What follows belongs to an exercise in optimizing a design on an open flow for small area, a short achievable clock period and few clock cycles; a production flow would make more cautious choices. In this exercise RTL edits were held to simulation tests only and were not proved equivalent to the original. Power is estimated from default activity; no workload was simulated.

==> flow/design.v <==
module Division (
  input  [14:0] A,
  input  [7:0]  N,
  input  [9:0]  N3,
  output [14:0] Y,
  output [1:0]  Q
);
wire [9:0]  t  = {1'b0, A[14:6]};            
wire [10:0] d1 = {1'b0, t} - {3'b0, N};
wire [10:0] d2 = {1'b0, t} - {2'b0, N, 1'b0};
wire [10:0] d3 = {1'b0, t} - {1'b0, N3};
wire        ge1 = ~d1[10];
wire        ge2 = ~d2[10];
wire        ge3 = ~d3[10];
assign Q = ge3 ? 2'd3 : ge2 ? 2'd2 : ge1 ? 2'd1 : 2'd0;
wire [6:0]  r = ge3 ? d3[6:0] : ge2 ? d2[6:0] : ge1 ? d1[6:0] : t[6:0];
assign Y = {r, A[5:0], Q};
endmodule
module kmeans_ram #(
  parameter P = 4,
  parameter M = 32,
  parameter T = 3
) (
  input               CK,
  input               LOAD,
  input  [15:0]       DI,
  output [16*P-1:0]   HEAD,
  output [16*P-1:0]   TAP,
  output [63:0]       FIRST    
);
reg [16*128-1:0] sr;
always @(posedge CK)
  sr <= {sr[0 +: 127*16], LOAD ? DI : sr[127*16 +: 16]};
assign FIRST = sr[0 +: 64];
genvar k;
generate
  for (k = 0; k < P; k = k + 1) begin : g_tap
    assign HEAD[k*16 +: 16] = sr[(k*M)*16 +: 16];
    assign TAP[k*16 +: 16]  = sr[(k*M+T)*16 +: 16];
  end
endgenerate
endmodule
module kMeans #(
  parameter P = 4
) (
  input             clk,
  input             rst_n,
  input             in_valid,
  input      [15:0] in_data,
  output reg        out_valid,
  output reg [15:0] out_data
);
localparam M  = 128 / P;
localparam TW = (P <= 1) ? 8 : (P <= 2) ? 9 : (P <= 4) ? 10 : (P <= 8) ? 11 : 12;
localparam ST_IDLE  = 3'd0,
           ST_PASS  = 3'd1,
           ST_DRAIN = 3'd2,
           ST_DIV   = 3'd3,
           ST_OUT   = 3'd4;
reg  [2:0]  state;
reg  [6:0]  pc;
reg  [7:0]  wc;
reg         w4;       
always @(posedge clk) begin
  if (!rst_n) begin
    wc <= 8'd0;
    w4 <= 1'b0;
  end else begin
    wc <= in_valid ? wc + 8'd1 : 8'd0;
    w4 <= in_valid && wc == 8'd3;
  end
end
wire [16*P-1:0] head, tap;
wire [63:0]     ring_c;
kmeans_ram #(.P(P), .M(M), .T(3)) u_ram (
  .CK   (clk),
  .LOAD (in_valid),
  .DI   (in_data),
  .HEAD (head),
  .TAP  (tap),
  .FIRST(ring_c)
);
reg  [7:0]  cx [0:3];
reg  [7:0]  cy [0:3];
reg          p1v;
wire         chg;
wire         fin = (state == ST_PASS) && (pc == 7'd0) && !chg;
wire         run = (state == ST_PASS) && !fin;
always @(posedge clk) begin
  if (!rst_n) p1v <= 1'b0;
  else        p1v <= in_valid && (wc >= 8'd4);
end
wire [P-1:0] v0 = run ? {P{1'b1}} : {{(P-1){1'b0}}, p1v};
reg  [P-1:0] v1, v2;
always @(posedge clk) begin
  if (!rst_n) begin
    v1 <= 0;
    v2 <= 0;
  end else begin
    v1 <= v0;
    v2 <= v1;
  end
end
reg  [4*P-1:0] sel;
genvar k, j;
generate
  for (k = 0; k < P; k = k + 1) begin : g_lane
    wire [7:0] x = head[k*16+8 +: 8];
    wire [7:0] y = head[k*16   +: 8];
    reg  [7:0] ax [0:3];
    reg  [7:0] ay [0:3];
    reg  [3:0] bx, by;
    reg  [8:0] d  [0:3];
    for (j = 0; j < 4; j = j + 1) begin : g_c
      wire       cox, coy;
      wire [7:0] ex, ey;
      assign {cox, ex} = {1'b0, x} + {1'b0, ~cx[j]};
      assign {coy, ey} = {1'b0, y} + {1'b0, ~cy[j]};
      always @(posedge clk) begin
        ax[j] <= ex ^ {8{~cox}};
        ay[j] <= ey ^ {8{~coy}};
        bx[j] <= cox;
        by[j] <= coy;
        d[j]  <= {1'b0, ax[j]} + {1'b0, ay[j]} + bx[j] + by[j];
      end
    end
    wire le01 = d[0] <= d[1];
    wire le02 = d[0] <= d[2];
    wire le03 = d[0] <= d[3];
    wire le12 = d[1] <= d[2];
    wire le13 = d[1] <= d[3];
    wire le23 = d[2] <= d[3];
    always @(posedge clk) begin
      if (!rst_n || !v2[k]) sel[k*4 +: 4] <= 4'd0;
      else begin
        sel[k*4+0] <=  le01 &  le02 &  le03;
        sel[k*4+1] <= ~le01 &  le12 &  le13;
        sel[k*4+2] <= ~le02 & ~le12 &  le23;
        sel[k*4+3] <= ~le03 & ~le13 & ~le23;
      end
    end
  end
endgenerate
reg  [TW-1:0] tx [0:3];
reg  [TW-1:0] ty [0:3];
generate
  for (j = 0; j < 4; j = j + 1) begin : g_sum
    wire [TW-1:0] ox [0:P-1];
    wire [TW-1:0] oy [0:P-1];
    for (k = 0; k < P; k = k + 1) begin : g_leaf
      assign ox[k] = {{(TW-8){1'b0}}, tap[k*16+8 +: 8] & {8{sel[k*4+j]}}};
      assign oy[k] = {{(TW-8){1'b0}}, tap[k*16   +: 8] & {8{sel[k*4+j]}}};
    end
    wire [TW-1:0] rsx [0:P-2];
    wire [TW-1:0] rcx [0:P-2];
    wire [TW-1:0] rsy [0:P-2];
    wire [TW-1:0] rcy [0:P-2];
    assign rsx[0] = ox[0];
    assign rcx[0] = ox[1];
    assign rsy[0] = oy[0];
    assign rcy[0] = oy[1];
    for (k = 0; k < P-2; k = k + 1) begin : g_row
      assign rsx[k+1] = rsx[k] ^ rcx[k] ^ ox[k+2];
      assign rcx[k+1] = ((rsx[k] & rcx[k]) | (rsx[k] & ox[k+2]) | (rcx[k] & ox[k+2])) << 1;
      assign rsy[k+1] = rsy[k] ^ rcy[k] ^ oy[k+2];
      assign rcy[k+1] = ((rsy[k] & rcy[k]) | (rsy[k] & oy[k+2]) | (rcy[k] & oy[k+2])) << 1;
    end
    always @(posedge clk) begin
      tx[j] <= rsx[P-2] + rcx[P-2];
      ty[j] <= rsy[P-2] + rcy[P-2];
    end
  end
endgenerate
wire        clr = (state == ST_OUT) || (state == ST_IDLE && wc != 8'd0 && wc < 8'd4) ||
                  (state == ST_PASS && pc == 7'd0);
wire        div = (state == ST_DIV);
wire        div_last = div && (pc == 7'd3);
wire [3:0]  chg_j;
generate
  for (j = 0; j < 4; j = j + 1) begin : g_cl
    reg  [14:0] sx, sy;
    reg  [7:0]  n;
    reg  [9:0]  n3;
    wire [14:0] yx, yy;
    wire [1:0]  qx, qy;
    Division u_dx (.A(sx), .N(n), .N3(n3), .Y(yx), .Q(qx));
    Division u_dy (.A(sy), .N(n), .N3(n3), .Y(yy), .Q(qy));
    always @(posedge clk) begin
      if (clr) begin
        sx <= 15'd0;
        sy <= 15'd0;
      end else if (div) begin
        sx <= yx;
        sy <= yy;
      end else begin
        sx <= sx + tx[j];
        sy <= sy + ty[j];
      end
    end
    reg [3:0] pn;
    integer q;
    always @(*) begin
      pn = 4'd0;
      for (q = 0; q < P; q = q + 1) pn = pn + sel[q*4+j];
    end
    always @(posedge clk) begin
      if (clr) n <= 8'd0;
      else if (!div) n <= n + pn;
      n3 <= {2'b0, n} + {1'b0, n, 1'b0};
    end
    reg         dif;
    wire [1:0]  cxb = cx[j] >> (6 - 2*pc[1:0]);
    wire [1:0]  cyb = cy[j] >> (6 - 2*pc[1:0]);
    wire        dif_s = (qx != cxb) | (qy != cyb);
    always @(posedge clk)
      if (div) dif <= (pc == 7'd0) ? dif_s : (dif | dif_s);
    assign chg_j[j] = (n != 8'd0) & dif;
    always @(posedge clk) begin
      if (w4) begin
        cx[j] <= ring_c[(3-j)*16+8 +: 8];
        cy[j] <= ring_c[(3-j)*16   +: 8];
      end else if (div_last && n != 8'd0) begin
        cx[j] <= yx[7:0];
        cy[j] <= yy[7:0];
      end
    end
  end
endgenerate
assign chg = |chg_j;
always @(posedge clk) begin
  if (!rst_n) begin
    state <= ST_IDLE;
    pc    <= 7'd0;
  end else begin
    case (state)
      ST_IDLE: begin
        pc <= 7'd0;
        if (in_valid && wc == 8'd131) begin
          state <= ST_DRAIN;
          pc    <= 7'd4;
        end
      end
      ST_PASS: begin
        pc <= pc + 7'd1;
        if (pc == 7'd0 && !chg) begin
          state <= ST_OUT;
          pc    <= 7'd1;
        end else if (pc == M - 1) begin
          state <= ST_DRAIN;
          pc    <= 7'd3;
        end
      end
      ST_DRAIN: begin
        pc <= pc - 7'd1;
        if (pc == 7'd0) begin
          state <= ST_DIV;
          pc    <= 7'd0;
        end
      end
      ST_DIV: begin
        pc <= pc + 7'd1;
        if (pc == 7'd3) begin
          pc    <= 7'd0;
          state <= ST_PASS;
        end
      end
      ST_OUT: begin
        pc <= pc + 7'd1;
        if (pc == 7'd3) begin
          state <= ST_IDLE;
          pc    <= 7'd0;
        end
      end
      default: state <= ST_IDLE;
    endcase
  end
end
always @(posedge clk) begin
  if (!rst_n) out_valid <= 1'b0;
  else        out_valid <= (state == ST_OUT) || fin;
end
always @(posedge clk)
  out_data <= {cx[pc[1:0]], cy[pc[1:0]]};
endmodule
module CORE(
  clk,
  rst_n,
  in_valid,
  in_data,
  out_valid,
  out_data
);
input               clk;
input               rst_n;
input               in_valid;
input       [15:0]  in_data;
output              out_valid;
output      [15:0]  out_data;
kMeans n_kMeans(
  .clk        (clk),
  .rst_n      (rst_n),
  .in_valid   (in_valid),
  .in_data    (in_data),
  .out_valid  (out_valid),
  .out_data   (out_data)
);
endmodule 
clock: 8.0 ns
lec_check: 0
cap_margin: 20
core_margin: 2
core_utilization: 65
cts_cluster_diameter: 120
cts_cluster_size: 22
setup_slack_margin: 5.0
slew_margin: 20
run.sh (not shown) runs the stock make flow with config.mk's settings and CLKGATE_MAP_FILE= SYNTH_SCRIPT=/design/flow/synth_recipe.tcl, a recipe that flattens the netlist after the stock synthesis.
Testbench counts at the start, summed over its fixed seeds: cycles 24,880.
Rerun with:
--- a/flow/design.v
+++ b/flow/design.v
@@ -24,18 +24,23 @@
   input               CK,
   input               LOAD,
   input  [15:0]       DI,
   output [16*P-1:0]   HEAD,
-  output [16*P-1:0]   TAP,
-  output [63:0]       FIRST    
+  output [16*P-1:0]   TAP
 );
-reg [16*128-1:0] sr;
-always @(posedge CK)
-  sr <= {sr[0 +: 127*16], LOAD ? DI : sr[127*16 +: 16]};
-assign FIRST = sr[0 +: 64];
+reg [16*P*M-1:0] sr;
 genvar k;
 generate
-  for (k = 0; k < P; k = k + 1) begin : g_tap
+  for (k = 0; k < P; k = k + 1) begin : g_chain
+    wire [15:0] tail = sr[(k*M+M-1)*16 +: 16];
+    wire [15:0] prev;
+    if (k == 0) begin : g_first
+      assign prev = DI;
+    end else begin : g_next
+      assign prev = sr[((k-1)*M+M-1)*16 +: 16];
+    end
+    always @(posedge CK)
+      sr[k*M*16 +: M*16] <= {sr[k*M*16 +: (M-1)*16], LOAD ? prev : tail};
     assign HEAD[k*16 +: 16] = sr[(k*M)*16 +: 16];
     assign TAP[k*16 +: 16]  = sr[(k*M+T)*16 +: 16];
   end
 endgenerate
@@ -58,28 +63,28 @@
            ST_DIV   = 3'd3,
            ST_OUT   = 3'd4;
 reg  [2:0]  state;
 reg  [6:0]  pc;
+reg         iv_r;
+reg  [15:0] id_r;
 reg  [7:0]  wc;
-reg         w4;       
 always @(posedge clk) begin
   if (!rst_n) begin
-    wc <= 8'd0;
-    w4 <= 1'b0;
+    iv_r <= 1'b0;
+    wc   <= 8'd0;
   end else begin
-    wc <= in_valid ? wc + 8'd1 : 8'd0;
-    w4 <= in_valid && wc == 8'd3;
+    iv_r <= in_valid;
+    wc   <= iv_r ? wc + 8'd1 : 8'd0;
   end
+  id_r <= in_data;
 end
 wire [16*P-1:0] head, tap;
-wire [63:0]     ring_c;
 kmeans_ram #(.P(P), .M(M), .T(3)) u_ram (
   .CK   (clk),
-  .LOAD (in_valid),
-  .DI   (in_data),
+  .LOAD (iv_r),
+  .DI   (id_r),
   .HEAD (head),
-  .TAP  (tap),
-  .FIRST(ring_c)
+  .TAP  (tap)
 );
 reg  [7:0]  cx [0:3];
 reg  [7:0]  cy [0:3];
 reg          p1v;
@@ -87,9 +92,9 @@
 wire         fin = (state == ST_PASS) && (pc == 7'd0) && !chg;
 wire         run = (state == ST_PASS) && !fin;
 always @(posedge clk) begin
   if (!rst_n) p1v <= 1'b0;
-  else        p1v <= in_valid && (wc >= 8'd4);
+  else        p1v <= iv_r && (wc >= 8'd4);
 end
 wire [P-1:0] v0 = run ? {P{1'b1}} : {{(P-1){1'b0}}, p1v};
 reg  [P-1:0] v1, v2;
 always @(posedge clk) begin
@@ -170,9 +175,9 @@
       ty[j] <= rsy[P-2] + rcy[P-2];
     end
   end
 endgenerate
-wire        clr = (state == ST_OUT) || (state == ST_IDLE && wc != 8'd0 && wc < 8'd4) ||
+wire        clr = (state == ST_OUT) || (state == ST_IDLE && iv_r && wc < 8'd4) ||
                   (state == ST_PASS && pc == 7'd0);
 wire        div = (state == ST_DIV);
 wire        div_last = div && (pc == 7'd3);
 wire [3:0]  chg_j;
@@ -215,11 +220,11 @@
     always @(posedge clk)
       if (div) dif <= (pc == 7'd0) ? dif_s : (dif | dif_s);
     assign chg_j[j] = (n != 8'd0) & dif;
     always @(posedge clk) begin
-      if (w4) begin
-        cx[j] <= ring_c[(3-j)*16+8 +: 8];
-        cy[j] <= ring_c[(3-j)*16   +: 8];
+      if (state == ST_IDLE && iv_r && wc == j) begin
+        cx[j] <= id_r[15:8];
+        cy[j] <= id_r[7:0];
       end else if (div_last && n != 8'd0) begin
         cx[j] <= yx[7:0];
         cy[j] <= yy[7:0];
       end
@@ -234,9 +239,9 @@
   end else begin
     case (state)
       ST_IDLE: begin
         pc <= 7'd0;
-        if (in_valid && wc == 8'd131) begin
+        if (iv_r && wc == 8'd131) begin
           state <= ST_DRAIN;
           pc    <= 7'd4;
         end
       end
@@ -278,10 +283,12 @@
 always @(posedge clk) begin
   if (!rst_n) out_valid <= 1'b0;
   else        out_valid <= (state == ST_OUT) || fin;
 end
-always @(posedge clk)
-  out_data <= {cx[pc[1:0]], cy[pc[1:0]]};
+always @(posedge clk) begin
+  if (state == ST_OUT || fin)
+    out_data <= {cx[pc[1:0]], cy[pc[1:0]]};
+end
 endmodule
 module CORE(
   clk,
   rst_n,
The changed run finished clean.
Clock skew is lower by 0.0056 ns.
Synthesized cell count is about the same.
Combinational power is lower by 26%.
First-iteration DRC count is higher by 12%.
Sequential power barely changes.
Wire length is higher by 3.6%.
Hold slack degrades by 0.024 ns.
Utilization is higher by 0.26 points.
Clock-buffer cell count is higher by 1.
Via count hardly moves.
Design area is higher by 0.81%.
Global-route usage is higher by 1.0 points.
Testbench counts after the change, summed over its fixed seeds: cycles 24,944.

==> afterwards: timing with drivers on the ports <==
How much do the figures lean on ideal ports? The routed layouts below were timed once more, with nothing changed but the port constraints.
Step 1, drivers: a clkbuf_16 drives clk and a buf_2 each remaining input, both assumed.
Step 2 moves the port delays by t, midway between the first and last clock arrival at a register: inputs arrive t later, outputs are due t later. That takes back most of the time a late clock gives input paths.
Slacks: no drivers / after step 1 / after step 2; pairs: no drivers / after step 1.
| run | shift t [ns] | slack for setup (ns) | worst setup path after step 2 |
|---|---|---|---|
| the first run | 0.919 | 4.623 / 4.623 / 4.160 | input to register |
| the second run | 0.936 | 4.833 / 4.743 / 4.340 | input to register |
After both steps every run listed still meets setup and hold. For the second run, which loses most, drivers alone change the setup slack by -0.090 ns; drivers and shift together by -0.493 ns.
